Background: an optimization exercise with open tools, aiming at small area, a short achievable clock period and few clock cycles. Do not read the settings as production practice. Only simulation tests tie the RTL to the original design; equivalence was not proved.

==> flow/design.v <==
`timescale 1ns/1ns
module Controller(input clk, rst, start, compare, flag, output InitYin, InitW1, InitW2, InitB, InitFlag, InitAlpha, LdX1, LdX2, LdT, Select2, LdYin, LdFlag, LdAlphaT, LdW1, LdW2, LdB,ReadEn,Ready, output [1:0] Select1, Sel1, Sel2);
	reg initYin, initW1, initW2, initB, initFlag, initAlpha, ldX1, ldX2, ldT, select2, ldYin, ldFlag, ldAlphaT, ldW1, ldW2, ldB;
	reg [1:0] select1, sel1, sel2;
	reg [3:0] ns, ps;
	reg ldCnt, cntDown;
	reg readEn, ready;
	wire co;
	reg [7:0] Cout;
	always@(ps, start, co, compare, flag)begin
		ns = 4'b0;
		case(ps)
			4'b0000: begin
				ns = (start)? 4'b0001 : 4'b0000;
			  end
			4'b0001: begin
				ns = 4'b0010;
				end
			4'b0010: begin
				ns = 4'b0011;
				end
			4'b0011: begin
				ns = 4'b0100;
				end
			4'b0100: begin
				ns = 4'b0101;
				end
			4'b0101: begin
				ns = compare ? 4'b0110 : 4'b1010;
				end
			4'b0110: begin
				ns = 4'b0111;
				end
			4'b0111: begin
				ns = 4'b1000;
				end
			4'b1000: begin
				ns = 4'b1001;
				end
			4'b1001: begin
				ns = 4'b1010;
				end
			4'b1010: begin
				ns = (co == 0) ? 4'b0010 : 
				     (flag == 1) ? 4'b1011 : 
				     (flag == 0) ? 4'b0000 : 4'b1010;
				end
			4'b1011: begin
			  ns = 4'b0010;
			  end
			default: ns = 4'b0000;
		endcase
	end
	always@(ps)begin
		{initYin, initW1, initW2, initB, initFlag, ldCnt, initAlpha, ldX1, ldX2, ldT, cntDown, select2, ldYin, ldFlag, ldAlphaT, ldW1, ldW2, ldB} = 18'b0;
		readEn = 1'b0;
		ready = 1'b0;
		select1 = 2'b0;
		sel1 = 2'b0;
		sel2 = 2'b0;
		case(ps)
			4'b0000: begin
				ready = 1;
			  end
			4'b0001: begin
				initW1 = 1;
				initW2 = 1;
				initB = 1;
				initYin = 1;
				ldCnt = 1;
				initAlpha = 1;
				end
			4'b0010: begin
				ldX1 = 1;
				ldX2 = 1;
				ldT = 1;
				cntDown = 1;
				readEn = 1;
				end
			4'b0011: begin
				sel1 = 2'b00;
				sel2 = 2'b01;
				select1 = 2'b01;
				select2 = 1;
				ldYin = 1;
				end
			4'b0100: begin
				sel1 = 2'b01;
				sel2 = 2'b10;
				select1 = 2'b00;
				select2 = 1;
				ldYin = 1;
				end
			4'b0101: begin
				end
			4'b0110: begin
				sel1 = 2'b10;
				sel2 = 2'b0;
				ldAlphaT = 1;
				ldFlag = 1;
				end
			4'b0111: begin
				sel1 = 2'b11;
				sel2 = 2'b01;
				select2 = 1;
				select1 = 2'b10;
				ldW1 = 1;
				end
			4'b1000: begin
				sel1 = 2'b11;
				sel2 = 2'b10;
				select2 = 1;
				select1 = 2'b11;
				ldW2 = 1;
				end
			4'b1001: begin
				select2 = 0;
				select1 = 2'b01;
				ldB = 1;
				end
			4'b1010: begin
				end
			4'b1011: begin
			  ldCnt = 1;
			  initFlag = 1;
			  end
		endcase
	end
	always@(posedge clk,posedge rst)begin
		if(rst) ps <= 4'b0000;
		else ps <= ns;
	end
	always@(posedge clk, posedge rst)begin
	  if(rst)
	    Cout = 8'b11001000;
	  else begin
	    if(ldCnt) Cout <= 8'b11001000;
	    else if(cntDown) Cout <= Cout - 1;
	  end
  end
  assign co = ~|{Cout};
  assign InitYin = initYin;
  assign InitW1 = initW1;
  assign InitW2 = initW2;
  assign InitB = initB;
  assign InitFlag = initFlag;
  assign LdCnt = ldCnt;
  assign InitAlpha = initAlpha;
  assign LdX1 = ldX1;
  assign LdX2 = ldX2;
  assign LdT = ldT;
  assign CntDown = cntDown;
  assign Select1 = select1;
  assign Select2 = select2;
  assign LdYin = ldYin;
  assign LdFlag = ldFlag;
  assign LdAlphaT = ldAlphaT;
  assign LdW1 = ldW1;
  assign LdW2 = ldW2;
  assign LdB = ldB;
  assign Sel1 = sel1;
  assign Sel2 = sel2;
  assign ReadEn = readEn;
  assign Ready = ready;
endmodule
`timescale 1ns/1ns
module FlagReg(input clk,rst,loadData,initVal, output out);
  reg outData;
  assign out = outData;
  always@(posedge clk, posedge rst)begin
    if(rst) outData <= 1'b0;
    else
    begin
      if(initVal) outData <= 1'b0;
      else
    begin
    if (loadData) outData <= 1'b1;
    else outData <= outData;
    end
  end
  end
endmodule
`timescale 1ns/1ns
module Reg2bit(input clk,rst,loadData,initVal, input [1:0] inData, output[1:0] out);
  reg [1:0] outData;
  assign out = outData;
  always@(posedge clk, posedge rst)begin
    if(rst) outData <= 2'b0;
    else
    begin
      if(initVal) outData <= 2'b0;
      else
    begin
    if (loadData) outData <= inData;
    else outData <= outData;
    end
  end
  end
endmodule
`timescale 1ns/1ns
module Reg3bit(input clk,rst,loadData,initVal, input [2:0] inData, output[2:0] out);
  reg [2:0] outData;
  assign out = outData;
  always@(posedge clk, posedge rst)begin
    if(rst) outData <= 3'b0;
    else
    begin
      if(initVal) outData <= 3'b0;
      else
    begin
    if (loadData) outData <= inData;
    else outData <= outData;
    end
  end
  end
endmodule
`timescale 1ns/1ns
module Reg7bit(input clk,rst,loadData,initVal, input [6:0] inData, output[6:0] out);
  reg [6:0] outData;
  assign out = outData;
  always@(posedge clk, posedge rst)begin
    if(rst) outData <= 7'b0;
    else
    begin
      if(initVal) outData <= 7'b0;
      else
    begin
    if (loadData) outData <= inData;
    else outData <= outData;
    end
  end
  end
endmodule
`timescale 1ns/1ns
module Reg14bit(input clk,rst,loadData,initVal, input [13:0] inData, output[13:0] out);
  reg [13:0] outData;
  assign out = outData;
  always@(posedge clk, posedge rst)begin
    if(rst) outData <= 14'b0;
    else
    begin
      if(initVal) outData <= 14'b0;
      else
    begin
    if (loadData) outData <= inData;
    else outData <= outData;
    end
  end
  end
endmodule
`timescale 1ns/1ns
module Mux2to1(input select, input [13:0]in1,in2, output [13:0]MuxOut);
  assign MuxOut = ~select ? in1 : in2;
endmodule
`timescale 1ns/1ns
module Mux4to1(input [1:0]select, input [13:0]in1,in2,in3,in4, output [13:0]MuxOut);
  assign MuxOut = select==2'b00 ? in1 :
          select==2'b01 ? in2 :
          select==2'b10 ? in3 :
          select==2'b11 ? in4 : 14'bz;
endmodule
`timescale 1ns/1ns
module adder( input [13:0] op1, op2, output [13:0] result );
  assign result = op1 + op2;
endmodule
`timescale 1ns/1ns
module multiplier( input [13:0] op1, op2, output [13:0] result );
  wire [27:0] w;
  wire signed [13:0] operand1,operand2;
  assign operand1 = op1;
  assign operand2 = op2;
  assign w = operand1 * operand2;
  assign result = w[21:8];
endmodule
`timescale 1ns/1ns
module DataPath(input clk,rst, input [6:0] x1Data,x2Data, input [1:0] tData, input InitYin, InitW1, InitW2, InitB, InitFlag, InitAlpha, LdX1, LdX2, LdT, Select2, LdYin, LdFlag, LdAlphaT, LdW1, LdW2, LdB, input [1:0]  Select1, Sel1, Sel2, output compare, flag, output[1:0] signYin, output[13:0] w1,w2,b,Yin);
  wire [6:0] x1,x2;
  wire [1:0] t;
  wire [2:0] alpha,alphaT;
  wire [13:0] AddOut,MultOut,MultOp1,MultOp2,AddOp1,AddOp2;
  wire [13:0] castedT,castedAlphaT,castedAlpha,castedX1,castedX2;
  assign castedT = t[1] ? {4'b1111, t, 8'b0}: {4'b0, t, 8'b0};
  assign castedAlphaT = alphaT[2] ? {5'b11111, alphaT, 6'b0}: {5'b0, alphaT, 6'b0};
  assign castedAlpha = alpha[2] ? {5'b11111, alpha, 6'b0}: {5'b0, alpha, 6'b0};
  assign castedX1 = x1[6] ? {3'b111, x1, 4'b0}: {3'b0, x1, 4'b0};
  assign castedX2 = x2[6] ? {3'b111, x2, 4'b0}: {3'b0, x2, 4'b0};
  FlagReg FLAG(clk,rst,LdFlag,InitFlag, flag);
  Reg2bit T(clk,rst,LdT,1'b0,tData,t);
  Reg3bit ALPHA(clk,rst,InitAlpha,1'b0,3'b011, alpha);
  Reg3bit ALPHAT(clk,rst,LdAlphaT,1'b0,MultOut[8:6], alphaT);
  Reg7bit X1(clk,rst,LdX1,1'b0,x1Data, x1);
  Reg7bit X2(clk,rst,LdX2,1'b0,x2Data, x2);
  Reg14bit W1(clk,rst,LdW1,InitW1,AddOut, w1);
  Reg14bit W2(clk,rst,LdW2,InitW2,AddOut, w2);
  Reg14bit B (clk,rst,LdB,InitB,AddOut, b);
  Reg14bit YIN (clk,rst,LdYin,InitYin,AddOut, Yin);
  Mux4to1 MULTOP1(Sel1,w1,w2,castedT,castedAlphaT, MultOp1);
  Mux4to1 MULTOP2(Sel2,castedAlpha,castedX1,castedX2,14'b0, MultOp2);
  Mux4to1 ADDOP1(Select1,Yin,b,w1,w2, AddOp1);
  Mux2to1 ADDOP2(Select2,castedAlphaT,MultOut, AddOp2);
  multiplier MULTIPLIER(MultOp1,MultOp2, MultOut);
  adder ADDER(AddOp1,AddOp2, AddOut);
  assign compare = (Yin == 14'b0) ? 1 : (Yin[13] ^ t[1]);
  assign signYin = Yin[13] ? 2'b11 : 2'b01;  
endmodule
`timescale 1ns/1ns
module LearningMachine(input clk,rst, start, input [6:0] x1Data,x2Data, input [1:0] tData, output[1:0] signYin, output[13:0] w1,w2,b,Yin,output ReadEn, Ready);
  reg busy, rdEn, valid;
  reg xlast, flag;
  reg [7:0] cnt;      
  reg [6:0] x1, x2;
  reg [3:0] o1, o2;      
  reg [2:0] tw1, tw2;    
  reg t;
  reg [11:0] u1, u2;
  reg [7:0] v;
  reg [13:0] yReg;
  wire [13:0] ya, yb;
  wire [11:0] u1n, u2n;
  wire n1;
  wire n2;
  wire n3;
  wire n4;
  wire n5;
  wire n6;
  wire n7;
  wire n8;
  wire n9;
  wire n10;
  wire n11;
  wire n12;
  wire n13;
  wire n14;
  wire n15;
  wire n16;
  wire n17;
  wire n18;
  wire n19;
  wire n20;
  wire n21;
  wire n22;
  wire n23;
  wire n24;
  wire n25;
  wire n26;
  wire n27;
  wire n28;
  wire n29;
  wire n30;
  wire n31;
  wire n32;
  wire n33;
  wire n34;
  wire n35;
  wire n36;
  wire n37;
  wire n38;
  wire n39;
  wire n40;
  wire n41;
  wire n42;
  wire n43;
  wire n44;
  wire n45;
  wire n46;
  wire n47;
  wire n48;
  wire n49;
  wire n50;
  wire n51;
  wire n52;
  wire n53;
  wire n54;
  wire n55;
  wire n56;
  wire n57;
  wire n58;
  wire n59;
  wire n60;
  wire n61;
  wire n62;
  wire n63;
  wire n64;
  wire n65;
  wire n66;
  wire n67;
  wire n68;
  wire n69;
  wire n70;
  wire n71;
  wire n72;
  wire n73;
  wire n74;
  wire n75;
  wire n76;
  wire n77;
  wire n78;
  wire n79;
  wire n80;
  wire n81;
  wire n82;
  wire n83;
  wire n84;
  wire n85;
  wire n86;
  wire n87;
  wire n88;
  wire n89;
  wire n90;
  wire n91;
  wire n92;
  wire n93;
  wire n94;
  wire n95;
  wire n96;
  wire n97;
  wire n98;
  wire n99;
  wire s100;
  wire c101;
  wire s102;
  wire c103;
  wire s104;
  wire c105;
  wire s106;
  wire c107;
  wire s108;
  wire c109;
  wire s110;
  wire c111;
  wire s112;
  wire c113;
  wire s114;
  wire c115;
  wire s116;
  wire c117;
  wire s118;
  wire c119;
  wire s120;
  wire c121;
  wire s122;
  wire c123;
  wire s124;
  wire c125;
  wire s126;
  wire c127;
  wire s128;
  wire c129;
  wire s130;
  wire c131;
  wire s132;
  wire c133;
  wire s134;
  wire c135;
  wire s136;
  wire c137;
  wire s138;
  wire c139;
  wire s140;
  wire c141;
  wire s142;
  wire c143;
  wire s144;
  wire c145;
  wire s146;
  wire c147;
  wire s148;
  wire c149;
  wire s150;
  wire c151;
  wire s152;
  wire c153;
  wire s154;
  wire c155;
  wire s156;
  wire c157;
  wire s158;
  wire c159;
  wire s160;
  wire c161;
  wire s162;
  wire c163;
  wire s164;
  wire c165;
  wire s166;
  wire c167;
  wire s168;
  wire c169;
  wire s170;
  wire c171;
  wire s172;
  wire c173;
  wire s174;
  wire c175;
  wire s176;
  wire c177;
  wire s178;
  wire c179;
  wire s180;
  wire c181;
  wire s182;
  wire c183;
  wire s184;
  wire c185;
  wire s186;
  wire c187;
  wire s188;
  wire c189;
  wire s190;
  wire c191;
  wire s192;
  wire c193;
  wire s194;
  wire c195;
  wire s196;
  wire c197;
  wire s198;
  wire c199;
  wire s200;
  wire c201;
  wire s202;
  wire c203;
  wire s204;
  wire c205;
  wire s206;
  wire c207;
  wire s208;
  wire c209;
  wire s210;
  wire c211;
  wire s212;
  wire c213;
  wire s214;
  wire c215;
  wire s216;
  wire c217;
  wire s218;
  wire c219;
  wire s220;
  wire c221;
  wire s222;
  wire c223;
  wire s224;
  wire c225;
  wire s226;
  wire c227;
  wire s228;
  wire c229;
  wire s230;
  wire c231;
  wire s232;
  wire c233;
  wire s234;
  wire c235;
  wire s236;
  wire c237;
  wire s238;
  wire c239;
  wire s240;
  wire c241;
  wire s242;
  wire c243;
  wire s244;
  wire c245;
  wire s246;
  wire c247;
  wire s248;
  wire c249;
  wire s250;
  wire c251;
  wire s252;
  wire c253;
  wire s254;
  wire c255;
  wire s256;
  wire c257;
  wire s258;
  wire c259;
  wire s260;
  wire c261;
  wire s262;
  wire c263;
  wire s264;
  wire c265;
  wire s266;
  wire c267;
  wire s268;
  wire c269;
  wire s270;
  wire c271;
  wire s272;
  wire c273;
  wire s274;
  wire c275;
  wire s276;
  wire c277;
  wire s278;
  wire c279;
  wire s280;
  wire c281;
  wire s282;
  wire c283;
  wire s284;
  wire c285;
  wire s286;
  wire c287;
  wire s288;
  wire c289;
  wire s290;
  wire c291;
  wire s292;
  wire c293;
  wire s294;
  wire c295;
  wire s296;
  wire c297;
  wire g298;
  wire p299;
  wire g300;
  wire p301;
  wire g302;
  wire p303;
  wire g304;
  wire p305;
  wire g306;
  wire p307;
  wire g308;
  wire p309;
  wire g310;
  wire p311;
  wire g312;
  wire p313;
  wire g314;
  wire p315;
  wire g316;
  wire p317;
  wire g318;
  wire p319;
  wire g320;
  wire p321;
  wire g322;
  wire p323;
  wire g324;
  wire p325;
  wire g326;
  wire p327;
  wire g328;
  wire p329;
  wire g330;
  wire p331;
  wire g332;
  wire p333;
  wire g334;
  wire p335;
  wire g336;
  wire p337;
  wire g338;
  wire p339;
  wire g340;
  wire p341;
  wire g342;
  wire p343;
  wire g344;
  wire p345;
  wire g346;
  wire p347;
  wire y348;
  wire y349;
  wire y350;
  wire y351;
  wire y352;
  wire y353;
  wire y354;
  wire y355;
  wire y356;
  wire y357;
  wire y358;
  wire y359;
  wire y360;
  assign n1 = ((o1[0] & u1[0])) ^ x1[1];
  assign n2 = ((o1[0] & u1[1]) | (tw1[0] & u1[0])) ^ x1[1];
  assign n3 = ((o1[0] & u1[2]) | (tw1[0] & u1[1])) ^ x1[1];
  assign n4 = ((o1[0] & u1[3]) | (tw1[0] & u1[2])) ^ x1[1];
  assign n5 = ((o1[0] & u1[4]) | (tw1[0] & u1[3])) ^ x1[1];
  assign n6 = ((o1[0] & u1[5]) | (tw1[0] & u1[4])) ^ x1[1];
  assign n7 = ((o1[0] & u1[6]) | (tw1[0] & u1[5])) ^ x1[1];
  assign n8 = ((o1[0] & u1[7]) | (tw1[0] & u1[6])) ^ x1[1];
  assign n9 = ((o1[0] & u1[8]) | (tw1[0] & u1[7])) ^ x1[1];
  assign n10 = ((o1[0] & u1[9]) | (tw1[0] & u1[8])) ^ x1[1];
  assign n11 = ((o1[0] & u1[10]) | (tw1[0] & u1[9])) ^ x1[1];
  assign n12 = ((o1[0] & u1[11]) | (tw1[0] & u1[10])) ^ x1[1];
  assign n13 = ~(((o1[0] & u1[11]) | (tw1[0] & u1[11])) ^ x1[1]);
  assign n14 = ((o1[1] & u1[0])) ^ x1[3];
  assign n15 = ((o1[1] & u1[1]) | (tw1[1] & u1[0])) ^ x1[3];
  assign n16 = ((o1[1] & u1[2]) | (tw1[1] & u1[1])) ^ x1[3];
  assign n17 = ((o1[1] & u1[3]) | (tw1[1] & u1[2])) ^ x1[3];
  assign n18 = ((o1[1] & u1[4]) | (tw1[1] & u1[3])) ^ x1[3];
  assign n19 = ((o1[1] & u1[5]) | (tw1[1] & u1[4])) ^ x1[3];
  assign n20 = ((o1[1] & u1[6]) | (tw1[1] & u1[5])) ^ x1[3];
  assign n21 = ((o1[1] & u1[7]) | (tw1[1] & u1[6])) ^ x1[3];
  assign n22 = ((o1[1] & u1[8]) | (tw1[1] & u1[7])) ^ x1[3];
  assign n23 = ((o1[1] & u1[9]) | (tw1[1] & u1[8])) ^ x1[3];
  assign n24 = ((o1[1] & u1[10]) | (tw1[1] & u1[9])) ^ x1[3];
  assign n25 = ((o1[1] & u1[11]) | (tw1[1] & u1[10])) ^ x1[3];
  assign n26 = ~(((o1[1] & u1[11]) | (tw1[1] & u1[11])) ^ x1[3]);
  assign n27 = ((o1[2] & u1[0])) ^ x1[5];
  assign n28 = ((o1[2] & u1[1]) | (tw1[2] & u1[0])) ^ x1[5];
  assign n29 = ((o1[2] & u1[2]) | (tw1[2] & u1[1])) ^ x1[5];
  assign n30 = ((o1[2] & u1[3]) | (tw1[2] & u1[2])) ^ x1[5];
  assign n31 = ((o1[2] & u1[4]) | (tw1[2] & u1[3])) ^ x1[5];
  assign n32 = ((o1[2] & u1[5]) | (tw1[2] & u1[4])) ^ x1[5];
  assign n33 = ((o1[2] & u1[6]) | (tw1[2] & u1[5])) ^ x1[5];
  assign n34 = ((o1[2] & u1[7]) | (tw1[2] & u1[6])) ^ x1[5];
  assign n35 = ((o1[2] & u1[8]) | (tw1[2] & u1[7])) ^ x1[5];
  assign n36 = ((o1[2] & u1[9]) | (tw1[2] & u1[8])) ^ x1[5];
  assign n37 = ((o1[2] & u1[10]) | (tw1[2] & u1[9])) ^ x1[5];
  assign n38 = ((o1[2] & u1[11]) | (tw1[2] & u1[10])) ^ x1[5];
  assign n39 = (o1[3] & u1[0]);
  assign n40 = x1[6] & ~((o1[3] & u1[0]));
  assign n41 = ((o1[3] & u1[1])) ^ x1[6];
  assign n42 = ((o1[3] & u1[2])) ^ x1[6];
  assign n43 = ((o1[3] & u1[3])) ^ x1[6];
  assign n44 = ((o1[3] & u1[4])) ^ x1[6];
  assign n45 = ((o1[3] & u1[5])) ^ x1[6];
  assign n46 = ((o1[3] & u1[6])) ^ x1[6];
  assign n47 = ((o1[3] & u1[7])) ^ x1[6];
  assign n48 = ((o1[3] & u1[8])) ^ x1[6];
  assign n49 = ((o1[3] & u1[9])) ^ x1[6];
  assign n50 = n1 & x1[1] & n2;
  assign n51 = ((o2[0] & u2[0])) ^ x2[1];
  assign n52 = ((o2[0] & u2[1]) | (tw2[0] & u2[0])) ^ x2[1];
  assign n53 = ((o2[0] & u2[2]) | (tw2[0] & u2[1])) ^ x2[1];
  assign n54 = ((o2[0] & u2[3]) | (tw2[0] & u2[2])) ^ x2[1];
  assign n55 = ((o2[0] & u2[4]) | (tw2[0] & u2[3])) ^ x2[1];
  assign n56 = ((o2[0] & u2[5]) | (tw2[0] & u2[4])) ^ x2[1];
  assign n57 = ((o2[0] & u2[6]) | (tw2[0] & u2[5])) ^ x2[1];
  assign n58 = ((o2[0] & u2[7]) | (tw2[0] & u2[6])) ^ x2[1];
  assign n59 = ((o2[0] & u2[8]) | (tw2[0] & u2[7])) ^ x2[1];
  assign n60 = ((o2[0] & u2[9]) | (tw2[0] & u2[8])) ^ x2[1];
  assign n61 = ((o2[0] & u2[10]) | (tw2[0] & u2[9])) ^ x2[1];
  assign n62 = ((o2[0] & u2[11]) | (tw2[0] & u2[10])) ^ x2[1];
  assign n63 = ~(((o2[0] & u2[11]) | (tw2[0] & u2[11])) ^ x2[1]);
  assign n64 = ((o2[1] & u2[0])) ^ x2[3];
  assign n65 = ((o2[1] & u2[1]) | (tw2[1] & u2[0])) ^ x2[3];
  assign n66 = ((o2[1] & u2[2]) | (tw2[1] & u2[1])) ^ x2[3];
  assign n67 = ((o2[1] & u2[3]) | (tw2[1] & u2[2])) ^ x2[3];
  assign n68 = ((o2[1] & u2[4]) | (tw2[1] & u2[3])) ^ x2[3];
  assign n69 = ((o2[1] & u2[5]) | (tw2[1] & u2[4])) ^ x2[3];
  assign n70 = ((o2[1] & u2[6]) | (tw2[1] & u2[5])) ^ x2[3];
  assign n71 = ((o2[1] & u2[7]) | (tw2[1] & u2[6])) ^ x2[3];
  assign n72 = ((o2[1] & u2[8]) | (tw2[1] & u2[7])) ^ x2[3];
  assign n73 = ((o2[1] & u2[9]) | (tw2[1] & u2[8])) ^ x2[3];
  assign n74 = ((o2[1] & u2[10]) | (tw2[1] & u2[9])) ^ x2[3];
  assign n75 = ((o2[1] & u2[11]) | (tw2[1] & u2[10])) ^ x2[3];
  assign n76 = ~(((o2[1] & u2[11]) | (tw2[1] & u2[11])) ^ x2[3]);
  assign n77 = ((o2[2] & u2[0])) ^ x2[5];
  assign n78 = ((o2[2] & u2[1]) | (tw2[2] & u2[0])) ^ x2[5];
  assign n79 = ((o2[2] & u2[2]) | (tw2[2] & u2[1])) ^ x2[5];
  assign n80 = ((o2[2] & u2[3]) | (tw2[2] & u2[2])) ^ x2[5];
  assign n81 = ((o2[2] & u2[4]) | (tw2[2] & u2[3])) ^ x2[5];
  assign n82 = ((o2[2] & u2[5]) | (tw2[2] & u2[4])) ^ x2[5];
  assign n83 = ((o2[2] & u2[6]) | (tw2[2] & u2[5])) ^ x2[5];
  assign n84 = ((o2[2] & u2[7]) | (tw2[2] & u2[6])) ^ x2[5];
  assign n85 = ((o2[2] & u2[8]) | (tw2[2] & u2[7])) ^ x2[5];
  assign n86 = ((o2[2] & u2[9]) | (tw2[2] & u2[8])) ^ x2[5];
  assign n87 = ((o2[2] & u2[10]) | (tw2[2] & u2[9])) ^ x2[5];
  assign n88 = ((o2[2] & u2[11]) | (tw2[2] & u2[10])) ^ x2[5];
  assign n89 = ((o2[3] & u2[0])) ^ x2[6];
  assign n90 = ((o2[3] & u2[1])) ^ x2[6];
  assign n91 = ((o2[3] & u2[2])) ^ x2[6];
  assign n92 = ((o2[3] & u2[3])) ^ x2[6];
  assign n93 = ((o2[3] & u2[4])) ^ x2[6];
  assign n94 = ((o2[3] & u2[5])) ^ x2[6];
  assign n95 = ((o2[3] & u2[6])) ^ x2[6];
  assign n96 = ((o2[3] & u2[7])) ^ x2[6];
  assign n97 = ((o2[3] & u2[8])) ^ x2[6];
  assign n98 = ((o2[3] & u2[9])) ^ x2[6];
  assign n99 = n51 & x2[1] & n52;
  LM_fa fs100(x1[3], x2[3], n3, s100, c101);
  LM_fa fs102(x1[5], x2[5], n5, s102, c103);
  LM_ha hs104(n6, n17, s104, c105);
  LM_fa fs106(x2[6], n7, n18, s106, c107);
  LM_fa fs108(n29, n39, n57, s108, c109);
  LM_fa fs110(n8, n19, n30, s110, c111);
  LM_fa fs112(n40, n41, n58, s112, c113);
  LM_ha hs114(n69, n80, s114, c115);
  LM_fa fs116(v[0], n9, n20, s116, c117);
  LM_fa fs118(n31, n42, n59, s118, c119);
  LM_fa fs120(n70, n81, n91, s120, c121);
  LM_fa fs122(v[1], n10, n21, s122, c123);
  LM_fa fs124(n32, n43, n60, s124, c125);
  LM_fa fs126(n71, n82, n92, s126, c127);
  LM_fa fs128(v[2], n11, n22, s128, c129);
  LM_fa fs130(n33, n44, n61, s130, c131);
  LM_fa fs132(n72, n83, n93, s132, c133);
  LM_fa fs134(v[3], n12, n23, s134, c135);
  LM_fa fs136(n34, n45, n62, s136, c137);
  LM_fa fs138(n73, n84, n94, s138, c139);
  LM_fa fs140(v[4], n13, n24, s140, c141);
  LM_fa fs142(n35, n46, n63, s142, c143);
  LM_fa fs144(n74, n85, n95, s144, c145);
  LM_fa fs146(1'b1, v[5], n25, s146, c147);
  LM_fa fs148(n36, n47, n75, s148, c149);
  LM_ha hs150(n86, n96, s150, c151);
  LM_fa fs152(1'b1, v[6], n26, s152, c153);
  LM_fa fs154(n37, n48, n76, s154, c155);
  LM_ha hs156(n87, n97, s156, c157);
  LM_fa fs158(v[7], n38, n49, s158, c159);
  LM_ha hs160(n88, n98, s160, c161);
  LM_fa fs162(n14, n50, n53, s162, c163);
  LM_fa fs164(n4, n15, n54, s164, c165);
  LM_fa fs166(n16, n27, n55, s166, c167);
  LM_ha hs168(n66, n77, s168, c169);
  LM_fa fs170(n28, n56, n67, s170, c171);
  LM_fa fs172(n78, s104, c103, s172, c173);
  LM_fa fs174(n68, n79, n89, s174, c175);
  LM_fa fs176(c105, s106, s108, s176, c177);
  LM_fa fs178(n90, s114, c107, s178, c179);
  LM_fa fs180(c109, s110, s112, s180, c181);
  LM_fa fs182(c115, c111, c113, s182, c183);
  LM_fa fs184(s116, s118, s120, s184, c185);
  LM_fa fs186(c117, c119, c121, s186, c187);
  LM_fa fs188(s122, s124, s126, s188, c189);
  LM_fa fs190(c123, c125, c127, s190, c191);
  LM_fa fs192(s128, s130, s132, s192, c193);
  LM_fa fs194(c129, c131, c133, s194, c195);
  LM_fa fs196(s134, s136, s138, s196, c197);
  LM_fa fs198(c135, c137, c139, s198, c199);
  LM_fa fs200(s140, s142, s144, s200, c201);
  LM_fa fs202(s150, c141, c143, s202, c203);
  LM_fa fs204(c145, s146, s148, s204, c205);
  LM_fa fs206(c151, s156, c147, s206, c207);
  LM_fa fs208(c149, s152, s154, s208, c209);
  LM_fa fs210(t, c157, s160, s210, c211);
  LM_fa fs212(c153, c155, s158, s212, c213);
  LM_ha hs214(n64, n99, s214, c215);
  LM_fa fs216(n65, c101, c163, s216, c217);
  LM_fa fs218(s168, c165, s102, s218, c219);
  LM_fa fs220(c169, c167, s170, s220, c221);
  LM_fa fs222(c171, s174, c173, s222, c223);
  LM_fa fs224(c175, s178, c177, s224, c225);
  LM_fa fs226(c179, c181, s182, s226, c227);
  LM_fa fs228(c183, c185, s186, s228, c229);
  LM_fa fs230(c187, c189, s190, s230, c231);
  LM_fa fs232(c191, c193, s194, s232, c233);
  LM_fa fs234(c195, c197, s198, s234, c235);
  LM_fa fs236(c199, c201, s202, s236, c237);
  LM_fa fs238(c203, s206, c205, s238, c239);
  LM_fa fs240(c207, s210, c209, s240, c241);
  LM_ha hs242(s214, s100, s242, c243);
  LM_fa fs244(c215, s164, s216, s244, c245);
  LM_fa fs246(s166, c217, s218, s246, c247);
  LM_fa fs248(c219, s172, s220, s248, c249);
  LM_fa fs250(c221, s176, s222, s250, c251);
  LM_fa fs252(s180, c223, s224, s252, c253);
  LM_fa fs254(s184, c225, s226, s254, c255);
  LM_fa fs256(s188, c227, s228, s256, c257);
  LM_fa fs258(s192, c229, s230, s258, c259);
  LM_fa fs260(s196, c231, s232, s260, c261);
  LM_fa fs262(s200, c233, s234, s262, c263);
  LM_fa fs264(s204, c235, s236, s264, c265);
  LM_fa fs266(s208, c237, s238, s266, c267);
  LM_fa fs268(s212, c239, s240, s268, c269);
  assign ya = {c267, c265, c263, c261, c259, c257, c255, c253, c251, c249, c247, c245, c243, s242};
  assign yb = {s268, s266, s264, s262, s260, s258, s256, s254, s252, s250, s248, s246, s244, s162};
  LM_ha hs270(s242, s162, s270, c271);
  LM_ha hs272(c243, s244, s272, c273);
  LM_ha hs274(c245, s246, s274, c275);
  LM_ha hs276(c247, s248, s276, c277);
  LM_ha hs278(c249, s250, s278, c279);
  LM_ha hs280(c251, s252, s280, c281);
  LM_ha hs282(c253, s254, s282, c283);
  LM_ha hs284(c255, s256, s284, c285);
  LM_ha hs286(c257, s258, s286, c287);
  LM_ha hs288(c259, s260, s288, c289);
  LM_ha hs290(c261, s262, s290, c291);
  LM_ha hs292(c263, s264, s292, c293);
  LM_ha hs294(c265, s266, s294, c295);
  LM_ha hs296(c267, s268, s296, c297);
  LM_g qg298(c273, s272, c271, g298);
  LM_gp qg300(c277, s276, c275, s274, g300, p301);
  LM_gp qg302(c281, s280, c279, s278, g302, p303);
  LM_gp qg304(c285, s284, c283, s282, g304, p305);
  LM_gp qg306(c289, s288, c287, s286, g306, p307);
  LM_gp qg308(c293, s292, c291, s290, g308, p309);
  LM_gp qg310(c297, s296, c295, s294, g310, p311);
  LM_g qg312(c275, s274, g298, g312);
  LM_g qg314(g300, p301, g298, g314);
  LM_gp qg316(c283, s282, g302, p303, g316, p317);
  LM_gp qg318(g304, p305, g302, p303, g318, p319);
  LM_gp qg320(c291, s290, g306, p307, g320, p321);
  LM_gp qg322(g308, p309, g306, p307, g322, p323);
  LM_g qg324(c279, s278, g314, g324);
  LM_g qg326(g302, p303, g314, g326);
  LM_g qg328(g316, p317, g314, g328);
  LM_g qg330(g318, p319, g314, g330);
  LM_gp qg332(c295, s294, g322, p323, g332, p333);
  LM_gp qg334(g310, p311, g322, p323, g334, p335);
  LM_g qg336(c287, s286, g330, g336);
  LM_g qg338(g306, p307, g330, g338);
  LM_g qg340(g320, p321, g330, g340);
  LM_g qg342(g322, p323, g330, g342);
  LM_g qg344(g332, p333, g330, g344);
  LM_g qg346(g334, p335, g330, g346);
  assign y348 = s272 ^ c271;
  assign y349 = s274 ^ g298;
  assign y350 = s276 ^ g312;
  assign y351 = s278 ^ g314;
  assign y352 = s280 ^ g324;
  assign y353 = s282 ^ g326;
  assign y354 = s284 ^ g328;
  assign y355 = s286 ^ g330;
  assign y356 = s288 ^ g336;
  assign y357 = s290 ^ g338;
  assign y358 = s292 ^ g340;
  assign y359 = s294 ^ g342;
  assign y360 = s296 ^ g344;
  assign yt = {y360, y359, y358, y357, y356, y355, y354, y353, y352, y351, y350, y349, y348, s270};
  wire [5:0] xl1 = x1[5:0] ^ {6{t}};
  wire xs1 = x1[6] ^ t;
  assign u1n = u1 + {4'd0, ~xs1, xs1, xl1} + {4'd0, ~xs1, xl1, t} + {4'b1111, 6'd0, t, 1'b0};
  wire [5:0] xl2 = x2[5:0] ^ {6{t}};
  wire xs2 = x2[6] ^ t;
  assign u2n = u2 + {4'd0, ~xs2, xs2, xl2} + {4'd0, ~xs2, xl2, t} + {4'b1111, 6'd0, t, 1'b0};
  wire [13:0] yt;    
  wire [13:0] y = {yt[13] ^ t, yt[12:0]};
  wire [13:0] zx = ya ^ yb ^ {ya[12:0] | yb[12:0], 1'b0} ^ {t, 13'd0};
  wire yzero = ~|zx;
  wire mis = yzero | yt[13];
  wire upd = valid & mis;
  wire clr = ~busy & start;
  wire [7:0] vn = v + {{6{t}}, ~t, 1'b1};    
  wire last = (cnt == 8'd14);
  function [6:0] booth(input [6:0] x);
    reg [8:0] e;
    integer i;
    begin
      e = {x[6], x, 1'b0};
      for (i = 0; i < 4; i = i + 1)
        booth[i] = e[2*i+1] ^ e[2*i];
      for (i = 0; i < 3; i = i + 1)
        booth[4+i] = (e[2*i+2] & ~e[2*i+1] & ~e[2*i]) | (~e[2*i+2] & e[2*i+1] & e[2*i]);
    end
  endfunction
  wire [6:0] bd1 = booth(x1Data);
  wire [6:0] bd2 = booth(x2Data);
  always @(posedge clk) begin
    x1 <= x1Data; x2 <= x2Data; t <= tData[1];
    o1 <= bd1[3:0]; tw1 <= bd1[6:4];
    o2 <= bd2[3:0]; tw2 <= bd2[6:4];
  end
  always @(posedge clk) begin
    if (!busy) begin
      xlast <= 1'b0; flag <= 1'b0; cnt <= 8'd1;
    end else begin
      if (rdEn) begin
        xlast <= last;
        cnt <= last ? 8'd1 : {cnt[6:0], cnt[7] ^ cnt[5] ^ cnt[4] ^ cnt[3]};
      end
      if (rdEn && last) flag <= 1'b0;
      else if (upd && !xlast) flag <= 1'b1;
    end
  end
  always @(posedge clk, posedge rst) begin
    if (rst) begin
      busy <= 1'b0; rdEn <= 1'b0; valid <= 1'b0;
      u1 <= 12'd0; u2 <= 12'd0; v <= 8'd0; yReg <= 14'd0;
    end else begin
      if (valid) yReg <= y;
      u1 <= upd ? u1n : u1 & {12{~clr}};
      u2 <= upd ? u2n : u2 & {12{~clr}};
      v <= upd ? vn : v & {8{~clr}};
      if (!busy) begin
        if (start) begin
          busy <= 1'b1; rdEn <= 1'b1; valid <= 1'b0;
        end
      end else begin
        valid <= rdEn;
        if (rdEn && last) begin
          rdEn <= flag | upd;
        end else if (!rdEn && xlast && valid) begin
          rdEn <= mis;
          busy <= mis;
        end
      end
    end
  end
  assign w1 = {u1, 2'b00};
  assign w2 = {u2, 2'b00};
  assign b = {v, 6'b0};
  assign Yin = yReg;
  assign signYin = {yReg[13], 1'b1};
  assign ReadEn = rdEn;
  assign Ready = ~busy;
endmodule
module LM_fa(input a, b, c, output s, co);
  assign s = a ^ b ^ c;
  assign co = (a & b) | (a & c) | (b & c);
endmodule
module LM_ha(input a, b, output s, co);
  assign s = a ^ b;
  assign co = a & b;
endmodule
module LM_gp(input gh, ph, gl, pl, output g, p);
  assign g = gh | (ph & gl);
  assign p = ph & pl;
endmodule
module LM_g(input gh, ph, gl, output g);
  assign g = gh | (ph & gl);
endmodule
==> flow/flow/run.sh <==
#!/bin/bash
set -euo pipefail
bash standard.sh SETUP_SLACK_MARGIN=8 SKIP_REPAIR_TIE_FANOUT=1 'BUFFER_PORTS_ARGS=-buffer_cell sky130_fd_sc_hd__buf_1' finish > standard_make.log 2>&1
==> flow/standard.sh <==
#!/bin/bash
# synth_recipe.tcl (not shown) runs the flow's synth.tcl, then flattens the netlist and writes it again
# the make line also repeats each setting of config.mk as NAME=value (left out here)
make -C /OpenROAD-flow-scripts/flow DESIGN_CONFIG=/design/flow/config.mk WORK_HOME=/design/flow/orfs CLKGATE_MAP_FILE= SYNTH_SCRIPT=/design/flow/synth_recipe.tcl "${@:-finish}"
==> flow/config.mk <==
export PLATFORM = sky130hd
export DESIGN_NAME = LearningMachine
export DESIGN_NICKNAME = LearningMachine
export VERILOG_FILES = /design/flow/design.v
export SDC_FILE = /design/flow/constraint.sdc
export NUM_CORES = 4
export LEC_CHECK = 0
export ABC_CLOCK_PERIOD_IN_PS = 5000
export CAP_MARGIN = 20
export CORE_MARGIN = 2
export CORE_UTILIZATION = 40
export SETUP_SLACK_MARGIN = 5
export SLEW_MARGIN = 20
export SYNTH_HIERARCHICAL = 1
export SYNTH_MINIMUM_KEEP_SIZE = 0
==> flow/constraint.sdc <==
create_clock -name core_clock -period 12.0 [get_ports {clk}]
set_input_delay 2.4000 -clock core_clock [delete_from_list [all_inputs] [get_ports {clk}]]
set_output_delay 2.4000 -clock core_clock [all_outputs]
set_load 0.01 [all_outputs]
==> results.txt, run 1 <==
| Metric | Value |
|:---|:---|
| Pin count of the biggest net entering global routing | 50 |
| Synthesized area per cell | 9.54 µm² |
| Worst reg2reg path endpoint | u2[8]$_DFF_PP0_ |
| Port bufs | 66 |
| Worst setup endpoint | u2[8]$_DFF_PP0_ |
| Largest driver fanout on the critical path | 11 |
| Die Outline Area | 23300 µm² |
| Crit path buffers/inverters | 2 |
| Clock slew at the register clock pins of the worst setup and hold paths | 0.07 ns |
| Syn-to-layout area delta | 17.9% |
| Worst-case register-to-register setup slack | 7.00 ns |
| Worst Clk Skew | 0.0120 ns |
| Unique masters post-synth | 50 |
| Max Buffers Root-to-Sink | 2 |
| Total overflow reported by the global router | 0 |
| Initial antenna violation count | 0 |
| Overall via count from detail_route | 6674 |
| Startpoint of the lowest-slack register-to-register path | u1[10]$_DFF_PP0_ |
| Finish-stage setup viols | 0 |
| Number of clock sinks | 86 |
| Worst Hold Class | reg2reg |
| Fin crit share | 41.7% |
| Routed length per instance | 17.8 µm |
| Slew @ Worst Pin | 0.959 ns |
| Fin nets | 1149 |
| Remaining number of nets flagged by the antenna check after routing | 0 |
| Vert. Die Dim | 153 µm |
| Cell type of the slowest stage on the worst timing path | sky130_fd_sc_hd__fa_2 |
| Maximum capacitance violations | 0 |
| Antenna diodes | 0 |
| Half-perimeter wire length after placement | 15700 µm |
| Share of async-settable or async-resettable flops after synthesis | 57.0% |
| Source-to-sink clock delay at the later pin of the worst-skew pair | 0.36 ns |
| Post-cts hold buffer count | 0 |
| Data arrival time at the worst-slack endpoint | 5.24 ns |
| CTS buffer count | 9 |
| Nature of the critical path startpoint | flip-flop |
| Gr usage total | 19.4% |
| Worst R2R Path Depth | 17 |
| Max-slew violation total from the final report | 0 |
| Post-layout utilization of the core | 47.8% |
| Fill cell total of the finished layout | 2067 |
| Share of cells above drive strength 1 | 21.5% |
| Maximum level of the CTS H-tree | 3 |
| Library cell appearing most often on the critical path | sky130_fd_sc_hd__a21o_1 |
| Critical Path, Cell by Cell | a22oi_2 -> xnor2_2 -> fa_1 -> fa_2 -> fa_1 -> fa_2 -> ha_4 -> and2_1 -> a21o_1 -> a21o_1 -> a21o_1 -> xnor2_2 -> nand2b_4 -> o41a_4 -> buf_4 -> clkbuf_16 -> a31o_2 |
| Starting density of the core | 40.6% |
| Setup repair after global routing missed its margin | yes |
| Kind of cell adding the most delay to the critical path | adder cells |
| Routability cong. | 0.844 |
| Total of flip-flops plus latches after synthesis | 86 |
| Result of the run | complete, no violations |
| Total core area | 21800 µm² |
| Fmax | 200 MHz |
| Share of synthesized area occupied by flip-flops and latches | 22.3% |
| Via count of the first global-routing pass | 6610 |
| Post-DR vias/cell | 5.28 |
| Setup crit end kind | flip-flop |
| Worst max-slew margin expressed relative to the limit | 36.0% |
| Clock tree from TritonCTS | built |
| Data required time at the worst endpoint | 12.24 ns |
| I/O pin total | 79 |
| Accumulated negative setup slack | 0 ns |
| Die W | 153 µm |
| Area of the mapped netlist | 8830 µm² |
| Total of warnings raised by yosys | 8 |
| First-pass GRT wire length | 35900 µm |
| Time the worst path needs with I/O delays and setup | 5.00 ns |
| Clock root buffer master | sky130_fd_sc_hd__clkbuf_16 |
| Iter 0 DRT Violations | 404 |
| Number of cells on the critical path | 17 |
| Dominant register cell in the synthesized netlist | sky130_fd_sc_hd__dfrtp_1 |
| Post-Synthesis Cells | 925 |
| Largest stage delay on the critical path | 0.62 ns |
| Startpoint of the most critical setup path | u1[10]$_DFF_PP0_ |
| Number of placement rows | 54 |
| Count of flip-flops with a built-in enable after synthesis | 0 |
| Number of hold-slack violations in the final timing report | 0 |
| DRC viols | 0 |
| DR pass1 iterations | 5 |
| Detailed Route WL | 22500 µm |
| Setup Crit Path Kind | reg2reg |
-- what timing repair did --
item                                    CTS  global route
pin swaps                                41            26
setup buffers                            31            17
gates resized for setup                  95            57
endpoints found under the setup margin   44            44
gates cloned                              2             2
-- worst register-to-register path, stage by stage (launching register included) --
cell	delay [ns]
sky130_fd_sc_hd__dfrtp_2	0.46
sky130_fd_sc_hd__a22oi_2	0.24
sky130_fd_sc_hd__xnor2_2	0.12
sky130_fd_sc_hd__fa_1	0.47
sky130_fd_sc_hd__fa_2	0.59
sky130_fd_sc_hd__fa_1	0.43
sky130_fd_sc_hd__fa_2	0.62
sky130_fd_sc_hd__ha_4	0.23
sky130_fd_sc_hd__and2_1	0.15
sky130_fd_sc_hd__a21o_1	0.16
sky130_fd_sc_hd__a21o_1	0.17
sky130_fd_sc_hd__a21o_1	0.18
sky130_fd_sc_hd__xnor2_2	0.14
sky130_fd_sc_hd__nand2b_4	0.14
sky130_fd_sc_hd__o41a_4	0.19
sky130_fd_sc_hd__buf_4	0.20
sky130_fd_sc_hd__clkbuf_16	0.17
sky130_fd_sc_hd__a31o_2	0.23
-- cell usage in the layout (no fill, tap or decap), drive strengths merged, types with 14 or more instances in the layout --
cell / netlist / layout
a21o: 30 / 30
a21oi: 31 / 31
a22oi: 64 / 64
and2: 15 / 15
buf: 28 / 120
clkbuf: 51 / 14
dfrtp: 49 / 49
dfxtp: 37 / 37
fa: 90 / 90
ha: 61 / 61
inv: 63 / 65
nand2: 45 / 45
nand2b: 14 / 14
nand3: 31 / 31
nor2: 40 / 40
o21ai: 47 / 47
xnor2: 131 / 131
xor2: 38 / 38
-- logic make-up (layout without fill, tap and decap cells) --
| group | after synthesis | in the layout | share of synthesized area [%] |
|---|---|---|---|
| xor gates and xnor gates | 169 | 169 | 16.8 |
| AOI/OAI and AO/OA | 197 | 197 | 14.8 |
| other | 2 | 2 | 0.0851 |
| muxes | 8 | 8 | 0.936 |
| buffers and inverters | 143 | 201 | 6.85 |
| DFF | 86 | 86 | 22.3 |
| adders and majority gates | 151 | 151 | 29.1 |
| and+or+nand+nor | 169 | 169 | 9.24 |
-- layer usage --
metal	vias up	wire length [µm]	track usage, %
li1	3184	-	-
met1	3324	10600	27.0
met2	144	10500	31.3
met3	22	1040	3.13
met4	0	384	5.78
met5	-	0	0
-- per-module statistics from Yosys, one instance, submodules excluded --
module	flip-flops and latches	area (µm²)	cells inside	copies in the design
LM_ha	0	12.5	1	22
LearningMachine	86	6780	794	1
LM_fa	0	20.0	1	77
LM_gp	0	13.8	2	10
LM_g	0	7.51	1	12
-- registers in the layout (all words and copies together) (netlist names) --
name / flops
o2: 4
rdEn: 1
tw1: 3
tw2: 3
flag: 1
busy: 1
x2: 6
yReg: 14
valid: 1
u2: 12
o1: 4
x1: 6
cnt: 8
xlast: 1
u1: 12
t: 1
v: 8
-- final cells by class --
type	instances	area, µm²	share of cell area [%]
clock inverters	3	20.0	0.192
well taps	280	350	3.37
flip-flops and latches	86	2050	19.7
clock buffers	12	236	2.27
repair buffers	122	761	7.31
multi-input cells	696	6750	64.8
inverters	64	240	2.31
-- how the worst min path moves through the flow --
stage	from	endpoint	slack [ns]	cells past startpoint
detailed placement	flag$_SDFFE_PN0P_	flag$_SDFFE_PN0P_	0.45	1
floorplan	flag$_SDFFE_PN0P_	flag$_SDFFE_PN0P_	0.44	1
global placement	flag$_SDFFE_PN0P_	flag$_SDFFE_PN0P_	0.44	1
CTS	flag$_SDFFE_PN0P_	flag$_SDFFE_PN0P_	0.46	1
finish	flag$_SDFFE_PN0P_	flag$_SDFFE_PN0P_	0.46	1
global route	flag$_SDFFE_PN0P_	flag$_SDFFE_PN0P_	0.51	1
-- synthesized netlist by cell type (all sizes together), types with 37 or more instances --
cell type	number	area share [%]
a22oi	64	5.4
clkbuf	51	2.2
dfrtp	49	14
dfxtp	37	8.4
fa	90	20
ha	61	8.6
inv	63	2.7
nand2	45	1.9
nor2	40	1.7
o21ai	47	2.7
xnor2	131	13
xor2	38	3.8
-- stage by stage --
step,instance area (µm²),setup WS [ns],hold slack [ns],std cells
after floorplan,8980,7.13,0.435,925
after global placement,9160,6.08,0.444,1196
after detailed placement,9160,6.00,0.448,1196
after CTS,10000,7.00,0.464,1244
after global routing,10400,6.83,0.513,1263
final,10400,7.00,0.463,1263
Testbench counts, summed over its fixed seeds: cycles 145,544.
==> inputs of run 2 (changes only) <==
==> flow/flow/run.sh (replaced) <==
#!/bin/bash
set -euo pipefail
bash standard.sh SETUP_SLACK_MARGIN=8 'BUFFER_PORTS_ARGS=-buffer_cell sky130_fd_sc_hd__buf_1' finish > standard_make.log 2>&1
--- a/flow/config.mk
+++ b/flow/config.mk
@@ -9,6 +9,8 @@
 export CAP_MARGIN = 20
 export CORE_MARGIN = 2
 export CORE_UTILIZATION = 40
+export CTS_CLUSTER_DIAMETER = 100
+export CTS_CLUSTER_SIZE = 40
 export SETUP_SLACK_MARGIN = 5
 export SLEW_MARGIN = 20
 export SYNTH_HIERARCHICAL = 1
==> results.txt, run 2 <==
| Metric | Value | Delta |
|:---|:---|:---|
| Most numerous cell types in the synthesized netlist | sky130_fd_sc_hd__xnor2_1 (131), sky130_fd_sc_hd__fa_1 (90), sky130_fd_sc_hd__a22oi_1 (64) |  |
| Overall via count from detail_route | 6701 | +0.40% |
| Largest driver fanout on the critical path | 24 | +13 |
| Share of cells above drive strength 1 | 18.4% | -3.0 points |
| Time the worst path needs with I/O delays and setup | 4.98 ns | -0.0185 ns |
| Worst Hold Margin | 0.467 ns | +0.00418 ns |
| Fin crit share | 41.5% | -0.15 points |
| I/O pin total | 79 | unchanged |
| Total of flip-flops plus latches after synthesis | 86 | unchanged |
| Post-DR vias/cell | 5.28 | about the same |
| Accumulated negative setup slack | 0 ns | unchanged |
| Initial antenna violation count | 0 | unchanged |
| Clock tree from TritonCTS | built |  |
| Iter 0 DRT Violations | 438 | +8.4% |
| Setup crit end kind | flip-flop |  |
| Clock slew at the register clock pins of the worst setup and hold paths | 0.06 ns | about the same |
| Worst max-slew margin expressed relative to the limit | 35.4% | -0.64 points |
| Share of synthesized area occupied by flip-flops and latches | 22.3% | unchanged |
| Maximum capacitance violations | 0 | unchanged |
| Number of flip-flops under the largest register name | 14 | unchanged |
| CTS buffer count | 9 | unchanged |
| Cell type of the slowest stage on the worst timing path | sky130_fd_sc_hd__fa_2 |  |
| Source-to-sink clock delay at the later pin of the worst-skew pair | 0.36 ns | about the same |
| Post-Synthesis Cells | 925 | unchanged |
| Area fraction of the dominant cell type after synthesis | 20.4% | unchanged |
| Worst Hold Class | reg2reg |  |
| Library cell occupying the most area in the post-synthesis netlist | sky130_fd_sc_hd__fa_1 |  |
| Final cell area excluding filler cells | 10300 µm² | -1.1% |
| Synthesized area per cell | 9.54 µm² | unchanged |
| Starting density of the core | 40.6% | unchanged |
| Finish-stage setup viols | 0 | unchanged |
| First-pass GRT wire length | 36300 µm | +0.98% |
| Half-perimeter wire length after placement | 15700 µm | about the same |
| Total of warnings raised by yosys | 8 | unchanged |
| Register name with the most flops | yReg |  |
| Port bufs | 66 | unchanged |
| Maximum level of the CTS H-tree | 3 | unchanged |
| Via count of the first global-routing pass | 6658 | +0.73% |
| Detailed Route WL | 22100 µm | -2.1% |
| Max-slew violation total from the final report | 0 | unchanged |
| Count of flip-flops with a built-in enable after synthesis | 0 | unchanged |
| Unique masters post-synth | 50 | unchanged |
| Data required time at the worst endpoint | 12.25 ns | about the same |
| Routed length per instance | 17.4 µm | -2.5% |
| Total overflow reported by the global router | 0 | unchanged |
| Antenna diodes | 0 | unchanged |
| Most frequent standard cell in the layout excluding fill and tap cells | sky130_fd_sc_hd__xnor2_1 |  |
| Dominant register cell in the synthesized netlist | sky130_fd_sc_hd__dfrtp_1 |  |
| Worst Clk Skew | 0.00926 ns | -0.00277 ns |
| Setup Crit Path Kind | reg2reg |  |
| Vert. Die Dim | 153 µm | unchanged |
| Die Outline Area | 23300 µm² | unchanged |
| Post-placement setup slack | 6.04 ns | +0.0400 ns |
| Result of the run | complete, no violations |  |
| Most instantiated library cell after synthesis | sky130_fd_sc_hd__xnor2_1 |  |
| DR pass1 iterations | 5 | unchanged |
| Syn-to-layout area delta | 16.7% |  |
| Total core area | 21800 µm² | unchanged |
| Area of the mapped netlist | 8830 µm² | unchanged |
| Number of clock sinks | 86 | unchanged |
| Share of async-settable or async-resettable flops after synthesis | 57.0% | unchanged |
| Gr usage total | 19.5% | +0.13 points |
| Critical Path, Cell by Cell | o21ai_1 -> xor2_1 -> fa_1 -> fa_1 -> fa_1 -> fa_2 -> ha_4 -> and2_1 -> a21o_1 -> a21o_1 -> a21o_1 -> xnor2_2 -> nand2b_4 -> o41a_4 -> buf_4 -> buf_16 -> a31o_2 |  |
| Number of placement rows | 54 | unchanged |
| Worst path setup slack after routing | 7.02 ns | +0.0185 ns |
| Max Buffers Root-to-Sink | 2 | unchanged |
| Largest stage delay on the critical path | 0.64 ns | +0.02 ns |
| Clock root buffer master | sky130_fd_sc_hd__clkbuf_16 |  |
| Remaining number of nets flagged by the antenna check after routing | 0 | unchanged |
| Die W | 153 µm | unchanged |
| Pin count of the biggest net entering global routing | 50 | unchanged |
| Number of hold-slack violations in the final timing report | 0 | unchanged |
| Nature of the critical path startpoint | flip-flop |  |
| Data arrival time at the worst-slack endpoint | 5.23 ns | about the same |
| Slew @ Worst Pin | 0.969 ns | +0.00957 ns |
| DRC viols | 0 | unchanged |
| Fin nets | 1153 | +0.35% |
| Biggest regs | yReg x14, u1 x12, u2 x12 |  |
| Leading cell types by total area after synthesis | sky130_fd_sc_hd__fa_1 (20%), sky130_fd_sc_hd__dfrtp_1 (14%), sky130_fd_sc_hd__xnor2_1 (13%) |  |
| Setup repair after global routing missed its margin | yes |  |
| Routability cong. | 0.841 | -0.45% |
| Area after DPL | 9200 µm² | +0.45% |
| Leading cell types in the layout, fill and taps excluded | sky130_fd_sc_hd__xnor2_1 (122), sky130_fd_sc_hd__fa_1 (70), sky130_fd_sc_hd__buf_1 (66), sky130_fd_sc_hd__inv_1 (62), sky130_fd_sc_hd__ha_1 (54) |  |
| Fmax | 201 MHz | +0.37% |
==> run 2: cell counts after synthesis <==
Identical to the previous run, type by type.
==> run 2: worst paths after layout <==
kind | startpoint | cells after the start | to | slack, ns
min in group asynchronous | rst | 3 | rdEn$_DFFE_PP0P_ | 2.22
min reg2reg | flag$_SDFFE_PN0P_ | 1 | flag$_SDFFE_PN0P_ | 0.47
max in group asynchronous | rst | 3 | u2[3]$_DFF_PP0_ | 9.25
min | flag$_SDFFE_PN0P_ | 1 | flag$_SDFFE_PN0P_ | 0.47
max | u1[11]$_DFF_PP0_ | 17 | u2[8]$_DFF_PP0_ | 7.02
max reg2reg | u1[11]$_DFF_PP0_ | 17 | u2[8]$_DFF_PP0_ | 7.02
==> run 2: through the flow <==
stage | util [%] | cells
6_report | 47.3 | 1268
2_1_floorplan | - | 936
3_3_place_gp | 42.3 | 1207
3_5_place_dp | 42.3 | 1207
5_1_grt | 47.3 | 1268
4_1_cts | 46.6 | 1259
==> run 2: layout make-up <==
| type | count | area [µm²] |
|---|---|---|
| timing repair buffer | 115 | 669 |
| tap | 280 | 350 |
| clock inverter | 2 | 38.8 |
| sequential | 86 | 2060 |
| multi-input combinational | 707 | 6670 |
| inverter | 64 | 240 |
| fill | 2060 | 11500 |
| clock buffer | 14 | 274 |
==> run 2: Yosys stat by module (local to each module, per instance) <==
module | area (µm²) | flip-flops and latches
LM_fa | 20.0 | 0
LM_ha | 12.5 | 0
LM_g | 7.51 | 0
LearningMachine | 6780 | 86
LM_gp | 13.8 | 0
==> run 2: timing repair <==
item / 4_1_cts / 5_1_grt
gates resized for setup: 101 / 24
hold buffers: 0 / 0
hold endpoints to repair: 0 / 0
setup endpoints to repair: 44 / 43
cloned: 2 / 0
pin swaps: 36 / 15
buffers inserted: 34 / 9
==> run 2: per-layer routing <==
| layer | GRT usage (%) | up-vias | wire length [µm] |
|---|---|---|---|
| met5 | 0 | - | 0 |
| met1 | 27.5 | 3346 | 10200 |
| li1 | - | 3163 | - |
| met2 | 31.0 | 159 | 10300 |
| met4 | 6.31 | 0 | 522 |
| met3 | 3.07 | 33 | 1000 |
==> run 2: cells by family after synthesis <==
family / count (synthesis) / share of synthesized area, %
AOI/OAI and AO/OA: 197 / 14.8
xor gates and xnor gates: 169 / 16.8
adders and majority gates: 151 / 29.1
buffers and inverters: 143 / 6.85
DFF: 86 / 22.3
muxes: 8 / 0.936
other: 2 / 0.0851
and+or+nand+nor: 169 / 9.24
==> run 2: worst max-delay path: cells and delay by family (launching register included) <==
family,cells,cell delay [ns]
XOR/XNOR,2,0.38
buffers and inverters,2,0.35
AND/OR/NAND/NOR,2,0.30
flip-flops,1,0.48
AO/OA/AOI/OAI,6,1.06
adder cells (fa/ha/maj),5,2.30
==> inputs of run 3 (changes only) <==
--- a/flow/config.mk
+++ b/flow/config.mk
@@ -9,8 +9,6 @@
 export CAP_MARGIN = 20
 export CORE_MARGIN = 2
 export CORE_UTILIZATION = 40
-export CTS_CLUSTER_DIAMETER = 100
-export CTS_CLUSTER_SIZE = 40
 export SETUP_SLACK_MARGIN = 5
 export SLEW_MARGIN = 20
 export SYNTH_HIERARCHICAL = 1
==> results.txt, run 3 <==
| Metric | Value | Delta |
|:---|:---|:---|
| Vert. Die Dim | 153 µm | unchanged |
| Setup Crit Path Kind | reg2reg |  |
| Fmax | 201 MHz | unchanged |
| Routed length per instance | 17.4 µm | unchanged |
| Total overflow reported by the global router | 0 | unchanged |
| Most numerous cell types in the synthesized netlist | sky130_fd_sc_hd__xnor2_1 (131), sky130_fd_sc_hd__fa_1 (90), sky130_fd_sc_hd__a22oi_1 (64) |  |
| Share of async-settable or async-resettable flops after synthesis | 57.0% | unchanged |
| Maximum capacitance violations | 0 | unchanged |
| Cell Count Post-Placement | 1207 | unchanged |
| I/O pin total | 79 | unchanged |
| Area occupied by registers | 2060 µm² | unchanged |
| Share of synthesized area occupied by flip-flops and latches | 22.3% | unchanged |
| Iter 0 DRT Violations | 438 | unchanged |
| Fill cell total of the finished layout | 2060 | unchanged |
| Largest stage delay on the critical path | 0.64 ns | about the same |
| Total of warnings raised by yosys | 8 | unchanged |
| CTS buffer count | 9 | unchanged |
| Gr usage total | 19.5% | unchanged |
| Cell type of the slowest stage on the worst timing path | sky130_fd_sc_hd__fa_2 |  |
| Pin count of the biggest net entering global routing | 50 | unchanged |
| Post-DR vias/cell | 5.28 | unchanged |
| Critical Path, Cell by Cell | o21ai_1 -> xor2_1 -> fa_1 -> fa_1 -> fa_1 -> fa_2 -> ha_4 -> and2_1 -> a21o_1 -> a21o_1 -> a21o_1 -> xnor2_2 -> nand2b_4 -> o41a_4 -> buf_4 -> buf_16 -> a31o_2 |  |
| Biggest regs | yReg x14, u1 x12, u2 x12 |  |
| Time the worst path needs with I/O delays and setup | 4.98 ns | unchanged |
| Die Outline Area | 23300 µm² | unchanged |
| Library cell occupying the most area in the post-synthesis netlist | sky130_fd_sc_hd__fa_1 |  |
| Detailed Route WL | 22100 µm | unchanged |
| Worst Clk Skew | 0.00926 ns | unchanged |
| Total of flip-flops plus latches after synthesis | 86 | unchanged |
| Nature of the critical path startpoint | flip-flop |  |
| Total core area | 21800 µm² | unchanged |
| Area after DPL | 9200 µm² | unchanged |
| Port bufs | 66 | unchanged |
| Number of flip-flops under the largest register name | 14 | unchanged |
| Starting density of the core | 40.6% | unchanged |
| Count of non-filler cells in the finished layout | 1268 | unchanged |
| Clock slew at the register clock pins of the worst setup and hold paths | 0.06 ns | about the same |
| Share of cells above drive strength 1 | 18.4% | unchanged |
| Number of hold-slack violations in the final timing report | 0 | unchanged |
| Via count of the first global-routing pass | 6658 | unchanged |
| Number of placement rows | 54 | unchanged |
| Data arrival time at the worst-slack endpoint | 5.23 ns | about the same |
| Finish-stage setup viols | 0 | unchanged |
| Most instantiated library cell after synthesis | sky130_fd_sc_hd__xnor2_1 |  |
| Area of the mapped netlist | 8830 µm² | unchanged |
| Max-slew violation total from the final report | 0 | unchanged |
| Result of the run | complete, no violations |  |
| Half-perimeter wire length after placement | 15700 µm | unchanged |
| Unique masters post-synth | 50 | unchanged |
| Antenna diodes | 0 | unchanged |
| Data required time at the worst endpoint | 12.25 ns | about the same |
| Source-to-sink clock delay at the later pin of the worst-skew pair | 0.36 ns | about the same |
| Post-Synthesis Cells | 925 | unchanged |
| Fin nets | 1153 | unchanged |
| Syn-to-layout area delta | 16.7% | unchanged |
| Dominant register cell in the synthesized netlist | sky130_fd_sc_hd__dfrtp_1 |  |
| DR pass1 iterations | 5 | unchanged |
| Accumulated negative setup slack | 0 ns | unchanged |
| Initial antenna violation count | 0 | unchanged |
| Area used by multi-input combinational logic | 6670 µm² | unchanged |
| First-pass GRT wire length | 36300 µm | unchanged |
| Die W | 153 µm | unchanged |
| Synthesized area per cell | 9.54 µm² | unchanged |
| Register name with the most flops | yReg |  |
| Clock root buffer master | sky130_fd_sc_hd__clkbuf_16 |  |
| Max Buffers Root-to-Sink | 2 | unchanged |
| Routability cong. | 0.841 | unchanged |
| Remaining number of nets flagged by the antenna check after routing | 0 | unchanged |
| Overall via count from detail_route | 6701 | unchanged |
| Most frequent standard cell in the layout excluding fill and tap cells | sky130_fd_sc_hd__xnor2_1 |  |
| Slew @ Worst Pin | 0.969 ns | unchanged |
| Setup crit end kind | flip-flop |  |
| Setup repair after global routing missed its margin | yes |  |
| Fin crit share | 41.5% | unchanged |
| Maximum level of the CTS H-tree | 3 | unchanged |
| Number of clock sinks | 86 | unchanged |
| Worst max-slew margin expressed relative to the limit | 35.4% | unchanged |
| Count of flip-flops with a built-in enable after synthesis | 0 | unchanged |
| Final cell area excluding filler cells | 10300 µm² | unchanged |
| Leading cell types by total area after synthesis | sky130_fd_sc_hd__fa_1 (20%), sky130_fd_sc_hd__dfrtp_1 (14%), sky130_fd_sc_hd__xnor2_1 (13%) |  |
| Largest driver fanout on the critical path | 24 | unchanged |
| DRC viols | 0 | unchanged |
| Worst Hold Class | reg2reg |  |
| Area fraction of the dominant cell type after synthesis | 20.4% | unchanged |
| Post-layout utilization of the core | 47.3% | unchanged |
| Clock tree from TritonCTS | built |  |
| Leading cell types in the layout, fill and taps excluded | sky130_fd_sc_hd__xnor2_1 (122), sky130_fd_sc_hd__fa_1 (70), sky130_fd_sc_hd__buf_1 (66), sky130_fd_sc_hd__inv_1 (62), sky130_fd_sc_hd__ha_1 (54) |  |
-- run 3: cell counts after synthesis --
No cell type changed its count.
-- run 3: cell families after synthesis --
group / Yosys count / share of synthesized area, %
AOI/OAI and AO/OA: 197 / 14.8
DFF: 86 / 22.3
muxes: 8 / 0.936
buffers and inverters: 143 / 6.85
and+or+nand+nor: 169 / 9.24
xor gates and xnor gates: 169 / 16.8
adders and majority gates: 151 / 29.1
other: 2 / 0.0851
-- run 3: what timing repair did --
item	in CTS	in global routing
pin swaps	36	15
resized for setup	101	24
hold buffers	0	0
setup endpoints to repair	44	43
cloned	2	0
setup buffers	34	9
-- run 3: worst paths after layout --
kind                                endpoint              start  slack, ns  depth (start not counted)
setup / recovery             u2[8]$_DFF_PP0_   u1[11]$_DFF_PP0_       7.02                         17
hold / removal             flag$_SDFFE_PN0P_  flag$_SDFFE_PN0P_       0.47                          1
setup reg to reg             u2[8]$_DFF_PP0_   u1[11]$_DFF_PP0_       7.02                         17
hold reg to reg            flag$_SDFFE_PN0P_  flag$_SDFFE_PN0P_       0.47                          1
max in group asynchronous    u2[3]$_DFF_PP0_                rst       9.25                          3
min in group asynchronous   rdEn$_DFFE_PP0P_                rst       2.22                          3
-- run 3: critical path, delay by kind of cell (launching register included) --
family / cells / cell delay (ns)
buf+inv: 2 / 0.35
compound gates: 6 / 1.06
flops: 1 / 0.48
xor+xnor: 2 / 0.38
simple gates: 2 / 0.30
fa+ha+maj: 5 / 2.30
-- run 3: final cells by class --
type	instances	area share, %
inverter	64	2.33
clock inverter	2	0.377
timing repair buffer	115	6.50
multi-input combinational	707	64.7
tap	280	3.40
sequential	86	20.0
clock buffer	14	2.66
-- run 3: per-stage QoR --
stage | setup WS [ns] | hold slack, ns
final | 7.02 | 0.467
after global routing | 6.84 | 0.485
after CTS | 7.01 | 0.470
after detailed placement | 6.04 | 0.456
after global placement | 6.07 | 0.445
after floorplan | 7.13 | 0.435
-- run 3: per-layer routing --
metal	up-vias	part of all wire [%]	GRT usage, %
met1	3346	46	27.5
met5	-	0	0
li1	3163	-	-
met2	159	47	31.0
met3	33	4.6	3.07
met4	0	2.4	6.31
-- run 3: per-module statistics from Yosys (local to each module, per instance) --
module           copies in the design  cells inside
LearningMachine                     1           794
LM_fa                              77             1
LM_gp                              10             2
LM_ha                              22             1
LM_g                               12             1

afterwards: timing with drivers on the ports:
The flow's constraints put no driver on any port. The routed layouts listed below were extracted and timed again, unchanged, in two steps. Step 1, drivers: a clkbuf_16 drives clk and a buf_2 each remaining input, both assumed. Step 2, shift: input delay + t, output delay - t, t = (earliest + latest rising clock arrival at the registers) / 2. This alone moves slack from input paths to output paths. Slacks: ideal ports / drivers / drivers and shift; pairs: ideal ports / drivers.
run | t (ns) | setup WS [ns] | hold slack, ns | slew at the worst register clock pin (ns)
run 1 | 0.398 | 7.000 / 7.000 / 7.000 | 0.463 / 0.463 / 0.463 | 0.07 / 0.07
run 2 | 0.395 | 7.019 / 7.019 / 7.019 | 0.467 / 0.467 / 0.467 | 0.06 / 0.06
run 3 | 0.395 | 7.019 / 7.019 / 7.019 | 0.467 / 0.467 / 0.467 | 0.06 / 0.06
After both steps setup and hold are still met in every run listed.
